This design comes from an exercise in tuning for small area and a short achievable clock period on the open sky130 flow, not from production work.
In this exercise RTL edits were held to simulation tests only and were not proved equivalent to the original.
Power figures rest on the tool's default switching activity, not on a simulated workload.

## run A
==> flow/design.v <==
module debounce (rst, clk, noisy, clean);
   input rst, clk, noisy;
   output reg clean;
   parameter NDELAY = 4;
   parameter NBITS = 3;
   reg [NBITS-1:0] count;
   reg xnew;
   always @(posedge clk)
      if (rst) begin xnew <= noisy; clean <= noisy; count <= 0; end
      else if (noisy != xnew) begin xnew <= noisy; count <= 0; end
      else if (count == NDELAY) clean <= xnew;
      else count <= count+1;
endmodule
module progLogic(clk,rst,switch,enter,dataWr,nDataWr,addrWrNext,wrEn);
input clk,rst,enter;
input [7:0] switch;
output reg [15:0] dataWr;
output reg [15:0] nDataWr;    
output [7:0] addrWrNext;
reg [7:0] addrWr;
output reg wrEn;
reg [7:0] hi;
reg count;
reg enterPrev;
wire press = enterPrev & ~enter;
assign addrWrNext = rst ? 8'd0 : (!press && wrEn) ? addrWr + 8'd1 : addrWr;
always @(posedge clk) begin
	enterPrev <= enter;
	if (rst) begin
		wrEn <= 1'b0;
		addrWr <= 8'd0;
		count <= 1'b0;
	end else if (press) begin
		if (!count) begin
			hi <= switch;
			count <= 1'b1;
		end else begin
			dataWr <= {hi, switch};
			nDataWr <= ~{hi, switch};
			wrEn <= 1'b1;
		end
	end else if (wrEn) begin
		addrWr <= addrWr + 8'd1;
		wrEn <= 1'b0;
		count <= 1'b0;
	end
end
endmodule
module mem1R1W(clk, rst, jump, step, target, dataRd, addrWrNext, dataWr, nDataWr, wrEn);
input clk, rst;
input jump;              
input step;              
input [7:0] target;
output [15:0] dataRd;
input [7:0] addrWrNext;  
input [15:0] dataWr;
input [15:0] nDataWr;     
input wrEn;
localparam NP = 22;
reg [4095:0] ring;
reg [7:0] rot;           
reg [15:0] selLo;        
reg [15:0] selHi;        
reg [7:0] pphys;         
reg pv;                  
wire [7:0] nrot = ~rot;   
wire [3:0] jtLo = target[3:0] + nrot[3:0];
wire [3:0] jtHi = target[7:4] + nrot[7:4];
wire [15:0] tLo = 16'd1 << target[3:0];
wire [15:0] leLo = ~(16'hfffe << rot[3:0]);    
wire carry = (tLo & ~leLo) != 16'd0;
wire [15:0] jHi0 = 16'd1 << jtHi;
wire [15:0] jHi = carry ? {jHi0[14:0], jHi0[15]} : jHi0;
always @(posedge clk) begin
	rot <= rot + 8'd1;
	if (rst) begin
		selLo <= 16'd1 << nrot[3:0];
		selHi <= 16'd1 << nrot[7:4];
	end else if (jump) begin
		selLo <= 16'd1 << jtLo;
		selHi <= jHi;
	end else if (!step) begin
		selLo <= {selLo[0], selLo[15:1]};
		if (selLo[0])
			selHi <= {selHi[0], selHi[15:1]};
	end
end
reg [63:0] nPart;
reg byp;
reg [15:0] g;
integer i, k;
wire [15:0] pLo = 16'd1 << pphys[3:0];
wire [15:0] pHi = 16'd1 << pphys[7:4];
always @(posedge clk) begin
	byp <= pv && (selLo & pLo) != 0 && (selHi & pHi) != 0;
	for (k = 0; k < 4; k = k + 1) begin
		g = 16'd0;
		for (i = 64*k; i < 64*k + 64; i = i + 1)
			g = g | (ring[i*16 +: 16] & {16{selLo[i%16] & selHi[i/16]}});
		nPart[k*16 +: 16] <= ~g;
	end
end
assign dataRd = byp ? ~nDataWr : ~(nPart[15:0] & nPart[31:16] & nPart[47:32] & nPart[63:48]);
function [7:0] port(input integer j);
	port = (j * 256) / NP;
endfunction
reg [7:0] wpos;
always @(posedge clk)
	wpos <= addrWrNext + ~(rot + 8'd1);
wire land = en != 0;
wire pvNext = wrEn | (pv & ~land);
reg [NP-1:0] en;
integer j;
always @(posedge clk) begin
	pv <= pvNext;
	pphys <= wrEn ? wpos : pphys - 8'd1;
	for (j = 0; j < NP; j = j + 1)
		en[j] <= wrEn ? wpos == port(j) + 8'd1 : pv && !land && pphys == port(j) + 8'd2;
end
always @(posedge clk) begin
	ring <= {ring[15:0], ring[4095:16]};
	for (j = 0; j < NP; j = j + 1)
		if (en[j])
			ring[port(j)*16 +: 16] <= dataWr;
end
endmodule
module LedCPUcore(clk,rst,dataRd,jump,step,target,outPattern);
input  clk,rst;
input [15:0] dataRd;
output jump, step;
output [7:0] target;
output reg [7:0] outPattern;
parameter FREQ = 5;
reg [7:0] count;
reg [7:0] processTime;
wire show = dataRd[7:0] != 0;
wire done = processTime == dataRd[7:0];
assign jump = !show;
assign step = show && done;
assign target = dataRd[15:8];
always @(posedge clk) begin
	if (rst) begin
		outPattern <= 0;
		count <= 0;
		processTime <= 0;
	end else if (show) begin
		outPattern <= dataRd[15:8];
		count <= (count == FREQ) ? 8'd0 : count + 8'd1;
		if (done)
			processTime <= 0;
		else if (count == FREQ)
			processTime <= processTime + 8'd1;
	end else
		count <= count + 8'd1;
end
endmodule
module LedCPUwithRAM(
	clk,
	rst,
	switch,
	enter,
	outPattern
);
input clk, rst;
input [7:0] switch;
input enter;
output [7:0] outPattern;
parameter NDELAY = 4;
parameter FREQ = 5;
wire enterDB, wrEn, jump, step;
wire [7:0] addrWrNext, target;
wire [15:0] dataWr, nDataWr, dataRd;
debounce #(NDELAY) debounce_1(.rst(rst), .clk(clk), .noisy(enter), .clean(enterDB));
progLogic progLogic_1(.clk(clk), .rst(rst), .switch(switch), .enter(enterDB), .addrWrNext(addrWrNext), .dataWr(dataWr), .nDataWr(nDataWr), .wrEn(wrEn));
mem1R1W mem1R1W_1(.clk(clk), .rst(rst), .jump(jump), .step(step), .target(target), .dataRd(dataRd), .addrWrNext(addrWrNext), .dataWr(dataWr), .nDataWr(nDataWr), .wrEn(wrEn));
LedCPUcore #(FREQ) LedCPUcore_1(.clk(clk), .rst(rst), .dataRd(dataRd), .jump(jump), .step(step), .target(target), .outPattern(outPattern));
endmodule
make LEC_CHECK=0 CAP_MARGIN=20 CORE_MARGIN=2 CORE_UTILIZATION=60 CTS_CLUSTER_DIAMETER=80 CTS_CLUSTER_SIZE=28 SETUP_SLACK_MARGIN=3.0 SLEW_MARGIN=20 SYNTH_MEMORY_MAX_BITS=8192 TNS_END_PERCENT=10 finish   # period 5.5 ns
run.sh (not shown) runs the stock make flow with config.mk's settings and CLKGATE_MAP_FILE= SYNTH_SCRIPT=/design/flow/synth_recipe.tcl, a recipe that flattens the netlist after the stock synthesis.
Run A | status: complete | timing, DRC, antenna: pass
The inputs of run B differ from those of run A as listed below.
Settings: CTS_CLUSTER_SIZE: 28 -> 24.
Notes after the runs:
- Run B has completed all stages; timing, DRC and antenna checks passed.
- Taking run A as the reference, in run B maximum frequency up about 2.1%; delay contributed by the slowest stage of the critical path was more or less identical.
- The setup slack of run B is larger than that of run A.
- Run A has lower worst slew slack as a fraction of its limit than run B.
- Run A was smaller in final cell area than run B.
- Comparing run B and run A, the lower fraction of area in multi-input gates is on run B.
- Area added between synthesis and finish ended up 1.6 points higher on run B than on run A.
- Power on run B is behind run A.
- Compared with run A, run B shows part of the cycle the worst path needs lower by 1.0 points.
- Compared with run A, placement density in the core of run B is higher.

port drivers added, routing unchanged:
In the flow no input, the clock included, has a driving cell. The finished layouts below were timed again as built, in two steps.
Step 1: set_driving_cell puts a clkbuf_16 on clk and a buf_2 on each other input, an assumption about the parent block.
Step 2 times the ports against the registers' clock, not the clock port: input delays grow and output delays shrink by t, the midpoint of the rising clock arrivals with the driver on.
Slacks: ideal ports / drivers / drivers and shift; pairs: ideal ports / drivers.
run	t, ns	setup WS [ns]	hold WS [ns]
run A	0.974	2.774 / 2.774 / 2.244	0.323 / 0.323 / 0.323
run B	0.976	2.831 / 2.831 / 2.231	0.339 / 0.339 / 0.339
After both steps every run listed still meets setup and hold. The setup slack of run B, which loses most, moves by 0.000 ns with the drivers and by -0.600 ns with both steps.
